From an optimization exercise on the open Yosys and OpenROAD flow, aimed at small area and a short achievable clock period; shortcuts taken in it are not production practice.
The RTL was checked by simulation tests, not by an equivalence proof against the original design.
Power is estimated from default activity; no workload was simulated.

==> design.v <==
`timescale 1ns/10ps
module MBF(clk, reset, x_valid, x_in, y_valid, z_valid, y, z);
input          clk;
input          reset;
input          x_valid;
input   [7:0]  x_in;
output         y_valid;
output         z_valid;
output  [7:0]  y;
output  [7:0]  z;
reg  [7:0] d [0:15];    
integer i;
always @(posedge clk) begin
    if (reset) begin
        for (i = 0; i < 16; i = i + 1) d[i] <= 8'd0;
    end else if (x_valid) begin
        d[0] <= x_in;
        for (i = 1; i < 16; i = i + 1) d[i] <= d[i-1];
    end
end
function [16:0] sx;
    input [7:0] v;
    sx = {{9{v[7]}}, v};
endfunction
wire [16:0] e = - sx(d[0])        + (sx(d[2])  << 2) - sx(d[4])*17'd24  + sx(d[6])*17'd80
                + (sx(d[8]) << 8) - sx(d[10])*17'd40 + sx(d[12])*17'd12 - (sx(d[14]) << 1);
wire [16:0] o = - (sx(d[1]) << 1) + sx(d[3])*17'd12  - sx(d[5])*17'd40  + (sx(d[7]) << 8)
                + sx(d[9])*17'd80 - sx(d[11])*17'd24 + (sx(d[13]) << 2) - sx(d[15]);
reg [16:0] e_r, o_r;
reg        v1, v2, v3;
reg  [7:0] y_r, z_r;
wire [16:0] sl = e_r + o_r + 17'd256;
wire [16:0] sh = e_r - o_r + 17'd256;
always @(posedge clk) begin
    e_r <= e;
    o_r <= o;
    y_r <= sl[16:9];
    z_r <= sh[16:9];
    if (reset) begin
        v1 <= 1'b0;
        v2 <= 1'b0;
        v3 <= 1'b0;
    end else begin
        v1 <= x_valid;
        v2 <= v1;
        v3 <= v2;
    end
end
assign y = y_r;
assign z = z_r;
assign y_valid = v3;
assign z_valid = v3;
endmodule
==> run.sh <==
#!/bin/bash
# synth_recipe.tcl (not shown) runs the flow's synth.tcl, then flattens the netlist and writes it again
# the make line also repeats each setting of config.mk as NAME=value (left out here)
make -C /OpenROAD-flow-scripts/flow DESIGN_CONFIG=/design/flow/config.mk WORK_HOME=/design/flow/orfs CLKGATE_MAP_FILE= SYNTH_SCRIPT=/design/flow/synth_recipe.tcl finish
==> config.mk <==
export PLATFORM = sky130hd
export DESIGN_NAME = MBF
export DESIGN_NICKNAME = MBF
export VERILOG_FILES = /design/flow/design.v
export SDC_FILE = /design/flow/constraint.sdc
export NUM_CORES = 4
export LEC_CHECK = 0
export CAP_MARGIN = 20
export CORE_MARGIN = 2
export CORE_UTILIZATION = 40
export SLEW_MARGIN = 20
==> constraint.sdc <==
create_clock -name core_clock -period 12.0 [get_ports {clk}]
set_input_delay 2.4000 -clock core_clock [delete_from_list [all_inputs] [get_ports {clk}]]
set_output_delay 2.4000 -clock core_clock [all_outputs]
set_load 0.01 [all_outputs]
==> summary.txt <==
-- synth_stat cells, types with 19 or more instances --
library cell / instances / share of area
fa_1: 152 / 0.21
xnor2_1: 83 / 0.051
ha_1: 188 / 0.17
a21oi_1: 52 / 0.018
mux2i_1: 128 / 0.090
nor2_1: 152 / 0.040
dfxtp_1: 181 / 0.25
o21bai_1: 19 / 0.010
inv_1: 226 / 0.060
xor2_1: 23 / 0.014
a21o_1: 25 / 0.013
nor2b_1: 20 / 0.0088
-- worst paths after layout --
path | from | to | slack, ns | cells past startpoint
max | d[4][1] | e_r[16] | 6.30 | 21
max reg2reg | d[4][1] | e_r[16] | 6.30 | 21
min | d[15][0] | o_r[0] | 0.37 | 0
min reg2reg | d[15][0] | o_r[0] | 0.37 | 0
-- registers in the layout, summed over array words and instances (netlist names) --
signal and flops:
z_r 8, e_r 17, v2 1, y_r 8
v1 1, o_r 17, v3 1, d 128
-- cell type report --
cell class | count | area, µm²
multi-input cells | 955 | 9630
flip-flops and latches | 181 | 3620
inverters | 227 | 852
clock buffers | 17 | 425
well taps | 461 | 577
clock inverters | 15 | 156
fillers | 3393 | 19700
repair buffers | 30 | 294
-- kinds of logic (layout without fill, tap and decap cells) --
| kind of cell | count (synthesis) | in the layout | synth area share |
|---|---|---|---|
| compound gates | 162 | 162 | 0.0751 |
| fa+ha+maj | 340 | 340 | 0.379 |
| simple gates | 218 | 218 | 0.0659 |
| xor+xnor | 107 | 107 | 0.0668 |
| mux | 128 | 128 | 0.0900 |
| buf+inv | 259 | 289 | 0.0687 |
| flops | 181 | 181 | 0.255 |
-- metal layers --
layer | track usage | vias up
met3 | 0.0302 | 27
met4 | 0.0423 | 0
li1 | - | 4537
met1 | 0.227 | 4486
met5 | 0 | -
met2 | 0.301 | 74
-- stage by stage --
step | hold WS, ns | util | instance area, µm² | setup WS, ns
6_report | 0.371 | 0.441 | 15600 | 6.30
5_1_grt | 0.381 | 0.441 | 15600 | 5.96
4_1_cts | 0.375 | 0.441 | 15600 | 6.30
3_5_place_dp | 0.363 | 0.424 | 15000 | 6.32
3_3_place_gp | 0.361 | 0.424 | 15000 | 6.37
2_1_floorplan | 0.350 | - | 14200 | 6.80
-- power by group --
group          leakage (µW)  internal, µW  switching, µW  total (µW)
clock              0.000285           278            284         562
sequential          0.00148           695           43.3         739
combinational       0.00594           460            492         952
total               0.00771          1430            819        2250
-- critical path: stages (launching register included) --
cell and delay (ns):
dfxtp_1 0.42, ha_1 0.20, inv_1 0.06, fa_1 0.41
inv_1 0.08, a21oi_1 0.07, o21bai_1 0.28, a21o_1 0.16
a21oi_1 0.08, xnor2_1 0.20, fa_1 0.47, fa_1 0.52
fa_1 0.51, fa_1 0.54, inv_1 0.04, ha_1 0.34
a21o_1 0.19, nand2_1 0.06, o31ai_1 0.10, o41ai_1 0.48
o21ai_1 0.18, xor2_1 0.19
==> reports/results.tsv <==
stage	metric	value	unit
run_status	status	finished clean	
grt	vias in the first global route	9411	
logic_synthesis	Cell Area, Synth	14200	µm²
logic_synthesis	EDFF count, synth	0	
clock_network	CTS tree	done	
worst_setup_path	worst endpoint required time	12.34	ns
clock_network	clock root buffer	clkbuf_16	
logic_synthesis	Syn Nets	1746	
routing	First-pass DRT Iterations	4	
sta	Slew headroom	0.316	
pwr	Leak	0.00771	µW
worst_setup_path	Worst Setup Path Type	reg2reg	
sta	final max-slew violation count	0	
grt	gr usage total	0.175	
pwr	Design Power	2250	µW
routing	vias per std cell	4.84	
pwr	Power Density	145	nW/µm²
sta	TNS Setup	0	ns
placed_design	RD Place Congestion	0.816	
clock_network	clock transition time at the flip-flop clock pins of the worst setup and hold paths	0.08	ns
die	Die ar.	37100	µm²
placed_design	PortBufs	28	
clock_network	Post-CTS Hold Fix Bufs	0	
clock_network	htree depth	4	
sta	fmax	0.175	GHz
logic_synthesis	syn_area_per_cell	10.2	µm²
logic_synthesis	Synth warnings	2	
routing	DR vias	9124	
die	Core ar.	35300	µm²
clock_network	clock buffer count from CTS	17	
routing	initial drt markers	401	
logic_synthesis	post-synthesis sequential area ratio	0.255	
routing	Top Metal Used	met4	
grt	first-pass GRT wire length	49.4	mm
placed_design	# placed instances	1854	
sta	Clock Skews	0.0158	ns
final_layout	share of layout cells above drive strength 1	0.0302	
routing	Wirelength per Cell	16.1	µm
routing	M1 wire length	14.5	mm
logic_synthesis	ys flop type	dfxtp_1	
worst_setup_path	Worst EP arrival	6.04	ns
grt	largest net degree at the start of global routing	92	
sta	period utilization	0.475	
die	die height	193	µm
routing	final WL	30.5	mm
grt	initial antenna violation count	1	
sta	Least-Margin Pin Slew	1.03	ns
final_layout	ant diodes	0	
sta	RSZ-0062 raised after global routing	false	
job	max-cap violations	0	
clock_network	Worst-Skew Late Latency	0.46	ns
clock_network	CTS Sinks	181	
final_layout	Nets	1763	
sta	final hold violation count	0	
logic_synthesis	Synth Instances	1395	
logic_synthesis	async set-reset flop share out of synthesis	0	
worst_setup_path	critical path capture point type	register	
clock_network	post-CTS setup buffer count	0	
worst_setup_path	CP Launch Type	register	
final_layout	fin cells	1886	
final_layout	most common cell after layout, fill and taps aside	inv_1	
die	Initial Util	0.403	
clock_network	CTS resizes	0	
placed_design	DP Wirelength	24.5	mm
sta	final setup fails	0	
pwr	VDD IR max	0.139	mV
die	Die W	193	µm
sta	min Tclk post-route	5.70	ns
routing	antenna-violating nets left	0	
logic_synthesis	Cell variety after synth	50	
die	Ports	29	
routing	met2 routed WL	14.9	mm
routing	met3 routed WL	684	µm
die	row count	69	
worst_hold_path	Min-Delay Path Class	reg2reg	
logic_synthesis	post-synthesis register bit count	181	
clock_network	deepest clock path buffer count	2	
routing	Residual DRC	0	
final_layout	Layout area overhead	9.32	%
final_layout	commonest non-fill, non-tap cells in the layout	inv_1, ha_1, dfxtp_1	
grt	Remaining Overflow, GRT	0	
worst_setup_path	Critical Path Fanout Max	5	

-- re-timing with driven ports --
No port has a modelled driver above. Below, the same layout with a new extraction and two added sets of constraints. Step 1 sets driving cells, clkbuf_16 on the clock port and buf_2 on the other inputs (assumed; they add their load-dependent delay and slew). Step 2 moves the port delays by t, midway between the first and last clock arrival at a register: inputs arrive t later, outputs are due t later. That takes back most of the time a late clock gives input paths. Slacks: no drivers / after step 1 / after step 2; pairs: no drivers / after step 1.
t (ns): 0.508
slack for setup (ns): 6.298 / 6.298 / 6.298
worst hold slack (ns): 0.371 / 0.371 / 0.371
After both steps this run still meets setup and hold. The setup slack of this run moves by 0.000 ns with the drivers and by 0.000 ns with both steps.
